What follows belongs to an exercise in optimizing a design on an open flow for small area; a production flow would make more cautious choices.
RTL that was checked went through simulation tests only; none was proved equivalent to the original.
No activity file was given, so power comes from the tool's default toggle rates. The clock port is modelled as an ideal driver; clocking choices that lean on that would not hold on a real chip.

==> inputs of run a <==
// draw_regctrl
module draw_regctrl
(
  input       	CLK,
  input       	RST_X,
  input       	INIT,
  input [11:0]	ERROR,
  input       	CIF_DRWSEL,
  input [3:0]	CIF_REGWRITE,
  input       	CIF_REGREAD,
  input [3:0]	CIF_REGADR,
  input [31:0]	CIF_REGWDATA,
  input       	BUSY_PIXEL,
  input       	BUSY_ADD,
  input       	BUSY_INTERR,
  input       	WORKINGDRW,
  output [31:0]	DRW_REGRDATA,
  output       	REG_EODL,
  output [22:0]	REG_SETFRAME_VRAMADR,
  output [9:0]	REG_SETFRAME_WIDTH,
  output [9:0]	REG_SETFRAME_HEIGHT,
  output [9:0]	REG_SETDRAWAREA_POSX,
  output [9:0]	REG_SETDRAWAREA_POSY,
  output [9:0]	REG_SETDRAWAREA_SIZX,
  output [9:0]	REG_SETDRAWAREA_SIZY,
  output       	REG_SETTEXTURE_FMT,
  output [22:0]	REG_SETTEXTURE_VRAMADR,
  output [9:0]	REG_SETTEXTURE_WIDTH,
  output [9:0]	REG_SETTEXTURE_HEIGHT,
  output [31:0]	REG_SETFCOLOR,
  output       	REG_SETSTMODE,
  output [3:0]	REG_SETSCOLOR_MASK,
  output [31:0]	REG_SETSCOLOR_L,
  output [31:0]	REG_SETSCOLOR_H,
  output       	REG_SETBLENDOFF,
  output [2:0]	REG_SETBLENDALPHA_A,
  output [2:0]	REG_SETBLENDALPHA_B,
  output [2:0]	REG_SETBLENDALPHA_C,
  output [2:0]	REG_SETBLENDALPHA_D,
  output [2:0]	REG_SETBLENDALPHA_E,
  output [7:0]	REG_SETBLENDALPHA_SRCCA,
  output [31:0]	REG_SETBLENDALPHA_COEF0,
  output [31:0]	REG_SETBLENDALPHA_COEF1,
  output [10:0]	REG_PATBLT_DPOSX,
  output [10:0]	REG_PATBLT_DPOSY,
  output [9:0]	REG_PATBLT_DSIZX,
  output [9:0]	REG_PATBLT_DSIZY,
  output [10:0]	REG_BITBLT_DPOSX,
  output [10:0]	REG_BITBLT_DPOSY,
  output [9:0]	REG_BITBLT_DSIZX,
  output [9:0]	REG_BITBLT_DSIZY,
  output [9:0]	REG_BITBLT_SPOSX,
  output [9:0]	REG_BITBLT_SPOSY,
  output       	READYPAT_ADD,
  output       	READYBIT_ADD,
  output       	STARTBLT_ADD,
  output       	READYPAT_PIXEL,
  output       	READYBIT_PIXEL,
  output       	STARTBLT_PIXEL,
  output [3:0]	ERROR_REGCTRL,
  output       	INIT_REGCTRL,
  output [9:0]	REQ_ON_COUNT,
  output [9:0]	REQ_OFF_COUNT
);
Settings: LEC_CHECK=0, ABC_AREA=1, CAP_MARGIN=20, CORE_MARGIN=2, CORE_UTILIZATION=70, SLEW_MARGIN=20, SYNTH_HIERARCHICAL=1, SYNTH_MINIMUM_KEEP_SIZE=0; clock period 3.3 ns.
standard.sh (not shown) runs the stock make flow with config.mk's settings and CLKGATE_MAP_FILE= SYNTH_SCRIPT=/design/flow/synth_recipe.tcl, a recipe that flattens the netlist after the stock synthesis.
==> flow/flow/run.sh <==
#!/bin/bash
# ORFS layout (the standard.sh) with these changes:
#  - synthesis is synth_recipe.tcl unchanged, except that ABC maps the
#    combinational logic with an area script (flow/area.abc);
#  - port buffers use the smallest buffer cell;
#  - the clock tree uses explicit buffer type and clustering.
set -euo pipefail
HERE=$(pwd)
export MY_ABC_SCRIPT=$HERE/flow/area.abc
export BUFFER_PORTS_ARGS="-buffer_cell sky130_fd_sc_hd__buf_1"
export CTS_ARGS="-sink_clustering_enable -repair_clock_nets -buf_list sky130_fd_sc_hd__clkbuf_16 -sink_clustering_size 30 -sink_clustering_max_diameter 75 -dont_use_dummy_load"
cat flow/abc_override.tcl synth_recipe.tcl > my_synth.tcl
sed "s#SYNTH_SCRIPT=[^ ]*#SYNTH_SCRIPT=$HERE/my_synth.tcl#" standard.sh > my_standard.sh
grep -q "SYNTH_SCRIPT=$HERE/my_synth.tcl" my_standard.sh
bash my_standard.sh > standard.log 2>&1
==> flow/flow/abc_override.tcl <==
# Run ABC with an area-oriented mapping script (amap) instead of ORFS's
# delay-oriented one. Registers are mapped before ABC and are untouched.
proc abc {args} {
  set i [lsearch $args -script]
  if {$i >= 0} { lset args [expr {$i+1}] $::env(MY_ABC_SCRIPT) }
  yosys abc {*}$args
}
==> flow/flow/area.abc <==
strash; dch -f; amap; topo
==> inputs of run b, as changes to run a <==
--- a/flow/flow/run.sh
+++ b/flow/flow/run.sh
@@ -10,2 +10,5 @@
 export BUFFER_PORTS_ARGS="-buffer_cell sky130_fd_sc_hd__buf_1"
+# keep the timing-driven placement's trial buffering virtual; repair_design
+# buffers the placed design afterwards
+export GPL_KEEP_OVERFLOW=0
 export CTS_ARGS="-sink_clustering_enable -repair_clock_nets -buf_list sky130_fd_sc_hd__clkbuf_16 -sink_clustering_size 30 -sink_clustering_max_diameter 75 -dont_use_dummy_load"
==> summary of the runs <==
Run b ran to the end with violations: negative setup slack. Run a completed without violations.
Clock-buffer cell count is the same in run b and run a.
In run b the worst hold slack is lower than in run a, by 0.13 ns.
In run b the non-clock buffer count is lower than in run a, by 43.
Between run b and run a, the lower wire length is in run a (gap 3.8%, measured against run a).
Final cell count: run a is higher than run b (about 1%).

---

==> build 64: inputs <==
draw_regctrl, a different RTL version from the one above (not shown whole).
Design draw_regctrl, start of the top module:
module draw_regctrl
(
  input       	CLK,
  input       	RST_X,
  input       	INIT,
  input [11:0]	ERROR,
  input       	CIF_DRWSEL,
  input [3:0]	CIF_REGWRITE,
  input       	CIF_REGREAD,
  input [3:0]	CIF_REGADR,
  input [31:0]	CIF_REGWDATA,
  input       	BUSY_PIXEL,
  input       	BUSY_ADD,
  input       	BUSY_INTERR,
  input       	WORKINGDRW,
  output [31:0]	DRW_REGRDATA,
  output       	REG_EODL,
  output [22:0]	REG_SETFRAME_VRAMADR,
  output [9:0]	REG_SETFRAME_WIDTH,
  output [9:0]	REG_SETFRAME_HEIGHT,
  output [9:0]	REG_SETDRAWAREA_POSX,
  output [9:0]	REG_SETDRAWAREA_POSY,
  output [9:0]	REG_SETDRAWAREA_SIZX,
  output [9:0]	REG_SETDRAWAREA_SIZY,
  output       	REG_SETTEXTURE_FMT,
  output [22:0]	REG_SETTEXTURE_VRAMADR,
  output [9:0]	REG_SETTEXTURE_WIDTH,
  output [9:0]	REG_SETTEXTURE_HEIGHT,
  output [31:0]	REG_SETFCOLOR,
  output       	REG_SETSTMODE,
  output [3:0]	REG_SETSCOLOR_MASK,
  output [31:0]	REG_SETSCOLOR_L,
  output [31:0]	REG_SETSCOLOR_H,
  output       	REG_SETBLENDOFF,
  output [2:0]	REG_SETBLENDALPHA_A,
  output [2:0]	REG_SETBLENDALPHA_B,
  output [2:0]	REG_SETBLENDALPHA_C,
  output [2:0]	REG_SETBLENDALPHA_D,
  output [2:0]	REG_SETBLENDALPHA_E,
  output [7:0]	REG_SETBLENDALPHA_SRCCA,
  output [31:0]	REG_SETBLENDALPHA_COEF0,
  output [31:0]	REG_SETBLENDALPHA_COEF1,
  output [10:0]	REG_PATBLT_DPOSX,
  output [10:0]	REG_PATBLT_DPOSY,
  output [9:0]	REG_PATBLT_DSIZX,
  output [9:0]	REG_PATBLT_DSIZY,
  output [10:0]	REG_BITBLT_DPOSX,
  output [10:0]	REG_BITBLT_DPOSY,
  ...
Settings: LEC_CHECK=0, ABC_AREA=1, CAP_MARGIN=20, CORE_MARGIN=2, CORE_UTILIZATION=40, SLEW_MARGIN=20; clock period 3.3 ns.
==> flow/flow/run.sh <==
#!/bin/bash
# Standard ORFS layout with two changes: port buffers use the smallest
# buffer cell, and the clock tree uses smaller buffers and clusters.
set -euo pipefail
export BUFFER_PORTS_ARGS="-buffer_cell sky130_fd_sc_hd__buf_1"
export CTS_ARGS="-sink_clustering_enable -repair_clock_nets -buf_list sky130_fd_sc_hd__clkbuf_16 -sink_clustering_size 30 -sink_clustering_max_diameter 80 -dont_use_dummy_load"
bash standard.sh > standard.log 2>&1
==> trial 17 (differences from build 64) <==
--- a/flow/design.v
+++ b/flow/design.v
@@ -167,20 +167,15 @@
 wire       do_rd = executable & !empty;
 integer i;
 always @ (posedge CLK) begin
         for(i = 0; i < 16; i = i + 1)
                 if(do_wr && wptr == i)
                         mem[i] <= r_CMD;
 end
-reg [31:0] rdata;
-always @* begin
-        rdata = 32'd0;
-        for(i = 0; i < 16; i = i + 1)
-                rdata = rdata | ({32{rptr == i}} & mem[i]);
-end
+wire [31:0] rdata = mem[rptr];
 always @ (posedge CLK or negedge RST_X) begin
         if( !RST_X ) begin
                 wptr   <= 4'd0;
                 rptr   <= 4'd0;
                 count  <= 5'd0;
                 r_dout <= 32'd0;
                 r_over <= 1'b0;
==> flow/flow/run.sh (replaced) <==
#!/bin/bash
# ORFS layout (the standard.sh) with these changes:
#  - synthesis is synth_recipe.tcl unchanged, except that ABC maps the
#    combinational logic with an area script (flow/area.abc);
#  - port buffers use the smallest buffer cell;
#  - the clock tree uses explicit buffer type and clustering.
set -euo pipefail
HERE=$(pwd)
export MY_ABC_SCRIPT=$HERE/flow/area.abc
export BUFFER_PORTS_ARGS="-buffer_cell sky130_fd_sc_hd__buf_1"
export CTS_ARGS="-sink_clustering_enable -repair_clock_nets -buf_list sky130_fd_sc_hd__clkbuf_16 -sink_clustering_size 30 -sink_clustering_max_diameter 80 -dont_use_dummy_load"
cat flow/abc_override.tcl synth_recipe.tcl > my_synth.tcl
sed "s#SYNTH_SCRIPT=[^ ]*#SYNTH_SCRIPT=$HERE/my_synth.tcl#" standard.sh > my_standard.sh
grep -q "SYNTH_SCRIPT=$HERE/my_synth.tcl" my_standard.sh
bash my_standard.sh > standard.log 2>&1
==> flow/flow/abc_override.tcl (new file) <==
# Run ABC with an area-oriented mapping script (amap) instead of ORFS's
# delay-oriented one. Registers are mapped before ABC and are untouched.
proc abc {args} {
  set i [lsearch $args -script]
  if {$i >= 0} { lset args [expr {$i+1}] $::env(MY_ABC_SCRIPT) }
  yosys abc {*}$args
}
==> flow/flow/area.abc (new file) <==
strash; dch -f; amap; topo
--- a/flow/config.mk
+++ b/flow/config.mk
@@ -4,9 +4,9 @@
 export VERILOG_FILES = /design/flow/design.v
 export SDC_FILE = /design/flow/constraint.sdc
 export NUM_CORES = 4
 export LEC_CHECK = 0
 export ABC_AREA = 1
 export CAP_MARGIN = 20
 export CORE_MARGIN = 2
-export CORE_UTILIZATION = 40
+export CORE_UTILIZATION = 65
 export SLEW_MARGIN = 20
==> comparison table <==
| metric | trial 17 | build 64 |
|---|---|---|
| Result of the run | no timing/DRC/antenna violations | no timing/DRC/antenna violations |
| Period utilization | 86.4% | 81.4% |
| Final GP Congestion | 0.941 | 0.846 |
| Worst-case vdd ir drop | 627 uV | 400 uV |
| Clock tree cell share of total cell area | 2.49% | 2.70% |
| Final Core Density | 74.8% | 45.6% |
| GRT Util Overall | 36.8% | 23.2% |
| Final-stage net count | 3631 | 4172 |
| Grt met2 use | 61.3% | 39.1% |
| Most repeated cell in the gate-level netlist after synthesis | edfxtp_1 | nand2_1 |
| Layout cells sized above 1 | 5.96% | 5.54% |
| First-pass GRT wire length | 171000 um | 184000 um |
| Critical Path RT | 3820 ps | 3610 ps |
| Fin worst setup slack | 447 ps | 612 ps |
No run of this note included a check of the RTL's function; only the layout flow was run.

[afterwards: timing with drivers on the ports]
The flow's constraints put no driver on any port. The routed layouts listed below were extracted and timed again, unchanged, in two steps. Step 1, drivers: a clkbuf_16 drives CLK and a buf_2 each remaining input, both assumed. Step 2 moves the port delays by t, midway between the first and last clock arrival at a register: inputs arrive t later, outputs are due t later. That takes back most of the time a late clock gives input paths. Three values: ideal, step 1, step 2; two values: the first two.
run	shift t [ns]	setup slack, ns	hold slack, ns	clock arrival spread, ns	worst slew at a driven data input, ns	cell pins on the clock port's net
run a	0.681	0.229 / 0.229 / -0.022	0.147 / 0.118 / 0.477	0.062 / 0.062	0.05	1
run b	0.694	-0.017 / 0.014 / -0.674	0.021 / -0.022 / 0.472	0.050 / 0.050	0.05	1
build 64	0.698	0.612 / 0.612 / 0.244	0.150 / 0.107 / 0.444	0.096 / 0.096	0.08	1
trial 17	0.681	0.447 / 0.447 / 0.209	0.179 / 0.141 / 0.456	0.061 / 0.060	0.09	1
Met with ideal ports but missed after step 2: setup timing in run a. The setup slack of run b, which loses most, moves by +0.031 ns with the drivers and by -0.657 ns with both steps.
